Background: an optimization exercise with open tools, aiming at small area and a short achievable clock period. Do not read the settings as production practice.
Only simulation tests tie the RTL to the original design; equivalence was not proved.
The clock port is modelled as an ideal driver; clocking choices that lean on that would not hold on a real chip.

==> fjord <==
Design fir_filter_16_tap, start of the top module:
module fir_filter_16_tap (
    input clk,
    input rst,
    input [15:0] x_in,
    input [15:0] h0, h1, h2, h3, h4, h5, h6, h7,
    input [15:0] h8, h9, h10, h11, h12, h13, h14, h15,
    output reg [31:0] y_out
);
==> flow/config.mk <==
export PLATFORM = sky130hd
export DESIGN_NAME = fir_filter_16_tap
export DESIGN_NICKNAME = fir_filter_16_tap
export VERILOG_FILES = /design/flow/design.v
export SDC_FILE = /design/flow/constraint.sdc
export NUM_CORES = 8
export LEC_CHECK = 0
export CAP_MARGIN = 20
export CORE_MARGIN = 2
export CORE_UTILIZATION = 30
export SLEW_MARGIN = 20
export SYNTH_HIERARCHICAL = 1
==> flow/constraint.sdc <==
create_clock -name core_clock -period 25.0 [get_ports {clk}]
set_input_delay 5.0000 -clock core_clock [delete_from_list [all_inputs] [get_ports {clk}]]
set_output_delay 5.0000 -clock core_clock [all_outputs]
set_load 0.01 [all_outputs]
standard.sh (not shown) runs the stock make flow with config.mk's settings and CLKGATE_MAP_FILE= SYNTH_SCRIPT=/design/flow/synth_recipe.tcl, a recipe that flattens the netlist after the stock synthesis.
==> flow/flow/run.sh <==
#!/bin/bash
# Own flow: the standard layout (standard.sh: the standard synthesis and ORFS steps),
# with these changes to how the layout is made:
#  - the port buffers are buf_2 cells rather than the cell buffer_ports picks by itself;
#  - after global placement the y_out flip-flops are moved next to the gates that drive
#    them (flow/post_gp.tcl), which the placer otherwise leaves out at the output pins;
#  - the global router's layer capacities (flow/fastroute.tcl) move wiring off met1/met2,
#    which the detailed router otherwise spends most of its time on.
# Constraints (constraint.sdc) and everything else are the standard flow's. make's output goes to
# flow_make.log here; ORFS keeps each step's log under orfs/logs/.
set -euo pipefail
bash standard.sh \
  "BUFFER_PORTS_ARGS=-buffer_cell sky130_fd_sc_hd__buf_2" \
  "SETUP_SLACK_MARGIN=11.5" \
  "POST_GLOBAL_PLACE_TCL=$PWD/flow/post_gp.tcl" \
  "POST_CTS_TCL=$PWD/flow/post_cts.tcl" \
  "EXTRA_SETUP_MARGIN=13" \
  "FASTROUTE_TCL=$PWD/flow/fastroute.tcl" \
  finish > flow_make.log 2>&1
==> flow/flow/post_cts.tcl <==
# Extra setup-repair pass after CTS (see run.sh): a second repair_timing run, aimed at a
# slack of EXTRA_SETUP_MARGIN ns, then the placement is legalized again.
repair_timing -setup -setup_margin $::env(EXTRA_SETUP_MARGIN) -max_passes 300 -verbose
detailed_placement
check_placement -verbose
==> flow/flow/post_gp.tcl <==
# After global placement: put each y_out flip-flop on top of the cell that drives its D
# input (the last gate of the final adder); detailed placement then legalizes it next to
# that cell. The y_out flip-flops' D inputs end the critical paths, while their outputs
# (to the y_out ports, due 5 ns before the next edge) have most of the cycle to spare.
set block [ord::get_db_block]
set moved 0
foreach inst [$block getInsts] {
  if {![string match {y_out*} [$inst getName]]} continue
  set d [$inst findITerm D]
  if {$d == "NULL"} continue
  set net [$d getNet]
  set drv ""
  foreach it [$net getITerms] {
    if {[$it isOutputSignal]} { set drv [$it getInst] }
  }
  if {$drv == ""} continue
  set loc [$drv getLocation]
  $inst setLocation [lindex $loc 0] [lindex $loc 1]
  incr moved
}
puts "post_gp: moved $moved y_out flip-flops to their D drivers"
Other scripts of this flow, unchanged in this note and not shown: flow/flow/fastroute.tcl
==> lagoon: changes against fjord <==
--- a/flow/flow/run.sh
+++ b/flow/flow/run.sh
@@ -4,5 +4,6 @@
 #  - the port buffers are buf_2 cells rather than the cell buffer_ports picks by itself;
 #  - after global placement the y_out flip-flops are moved next to the gates that drive
-#    them (flow/post_gp.tcl), which the placer otherwise leaves out at the output pins;
+#    them, which the placer otherwise leaves out at the output pins, and selectors that
+#    lie far from the full adder they drive are moved next to it (flow/post_gp.tcl);
 #  - the global router's layer capacities (flow/fastroute.tcl) move wiring off met1/met2,
 #    which the detailed router otherwise spends most of its time on.
@@ -12,8 +13,10 @@
 bash standard.sh \
   "BUFFER_PORTS_ARGS=-buffer_cell sky130_fd_sc_hd__buf_2" \
-  "SETUP_SLACK_MARGIN=11.5" \
+  "SETUP_SLACK_MARGIN=12.5" \
+  "TNS_END_PERCENT=0" \
   "POST_GLOBAL_PLACE_TCL=$PWD/flow/post_gp.tcl" \
+  "SEL_MOVE_UM=40" \
   "POST_CTS_TCL=$PWD/flow/post_cts.tcl" \
-  "EXTRA_SETUP_MARGIN=13" \
+  "EXTRA_SETUP_MARGIN=14" \
   "FASTROUTE_TCL=$PWD/flow/fastroute.tcl" \
   finish > flow_make.log 2>&1
==> flow/flow/post_cts.tcl (replaced) <==
repair_timing -setup -setup_margin $::env(EXTRA_SETUP_MARGIN) -max_passes 300 -repair_tns 0 -verbose
detailed_placement
check_placement -verbose
==> flow/flow/post_gp.tcl (replaced) <==
# After global placement, two kinds of cells are moved on top of a neighbour; detailed
# placement then legalizes them next to it.
#  - Each y_out flip-flop goes to the gate that drives its D input (the last gate of the
#    final adder). Its D input ends the critical paths, while its output (to the y_out
#    port, due 5 ns before the next edge) has most of the cycle to spare.
set block [ord::get_db_block]
set moved 0
foreach inst [$block getInsts] {
  if {![string match {y_out*} [$inst getName]]} continue
  set d [$inst findITerm D]
  if {$d == "NULL"} continue
  set drv ""
  foreach it [[$d getNet] getITerms] {
    if {[$it isOutputSignal]} { set drv [$it getInst] }
  }
  if {$drv == ""} continue
  set loc [$drv getLocation]
  $inst setLocation [lindex $loc 0] [lindex $loc 1]
  incr moved
}
puts "post_gp: moved $moved y_out flip-flops to their D drivers"
set limit [expr {$::env(SEL_MOVE_UM) * [$block getDbUnitsPerMicron]}]
set moved 0
foreach inst [$block getInsts] {
  if {[[$inst getMaster] getName] != "sky130_fd_sc_hd__a222oi_1"} continue
  set loads {}
  foreach it [[[$inst findITerm Y] getNet] getITerms] {
    if {[$it isInputSignal]} { lappend loads [$it getInst] }
  }
  if {[llength $loads] != 1} continue
  set loc [[lindex $loads 0] getLocation]
  set here [$inst getLocation]
  set dist [expr {abs([lindex $loc 0] - [lindex $here 0]) + abs([lindex $loc 1] - [lindex $here 1])}]
  if {$dist <= $limit} continue
  $inst setLocation [lindex $loc 0] [lindex $loc 1]
  incr moved
}
puts "post_gp: moved $moved selectors to their loads"
==> comparison table <==
item                                                                       fjord                   lagoon
Last element of the critical path                                      y_out[27]                y_out[29]
Hold EP                                                                tap10[14]                 tap6[14]
Non-clock buffer share                                                    4.439%                   4.809%
Worst setup slack before clock tree synthesis                          10,690 ps                10,760 ps
Worst clock skew                                                        50.89 ps                 67.83 ps
Number of buffers outside the clock class in the layout                      667                      693
Clock-cell share of area                                                  1.739%                   1.777%
Most frequent cell on the critical path                    sky130_fd_sc_hd__fa_2    sky130_fd_sc_hd__fa_1
Global Route met2 Usage                                                   64.13%                   61.44%
Instance area at placement                                          94,930 sq um             94,730 sq um
Logic depth of the worst setup path including buffers                         25                       26
Detailed-route wire length on metal 1                                 159,900 um               152,100 um
Hold path startpoint                                                    tap9[14]                 tap5[14]
Share of the final layout cell area in sequential cells                   7.333%                   7.281%
Status                                                   complete, no violations  complete, no violations
Fraction of standard cell area in multi-input logic                       80.46%                   80.08%

-- port drivers added, routing unchanged --
The results above use ideal ports. As a check the final layouts listed here were re-extracted and re-timed, cells and wires unchanged. Step 1 assumes that a clkbuf_16 drives the clock port and a buf_2 every other input. Step 2 adds t to the input delays and takes it off the output delays; t is the mean of the earliest and latest rising clock arrival at the registers after step 1. Input paths then give back, and output paths get back, about the clock's delay inside the block. a / b / c = ideal ports / drivers / drivers and shift; a / b = the first two.
run | t, ns | setup slack, ns | worst hold slack (ns) | latest minus earliest clock arrival (ns)
fjord | 0.865 | 12.061 / 12.132 / 11.267 | 0.630 / 0.630 / 0.630 | 0.051 / 0.051
lagoon | 0.876 | 12.272 / 12.306 / 11.430 | 0.626 / 0.626 / 0.626 | 0.076 / 0.076
After both steps setup and hold are still met in every run listed. The setup slack of lagoon, which loses most, moves by +0.034 ns with the drivers and by -0.842 ns with both steps.
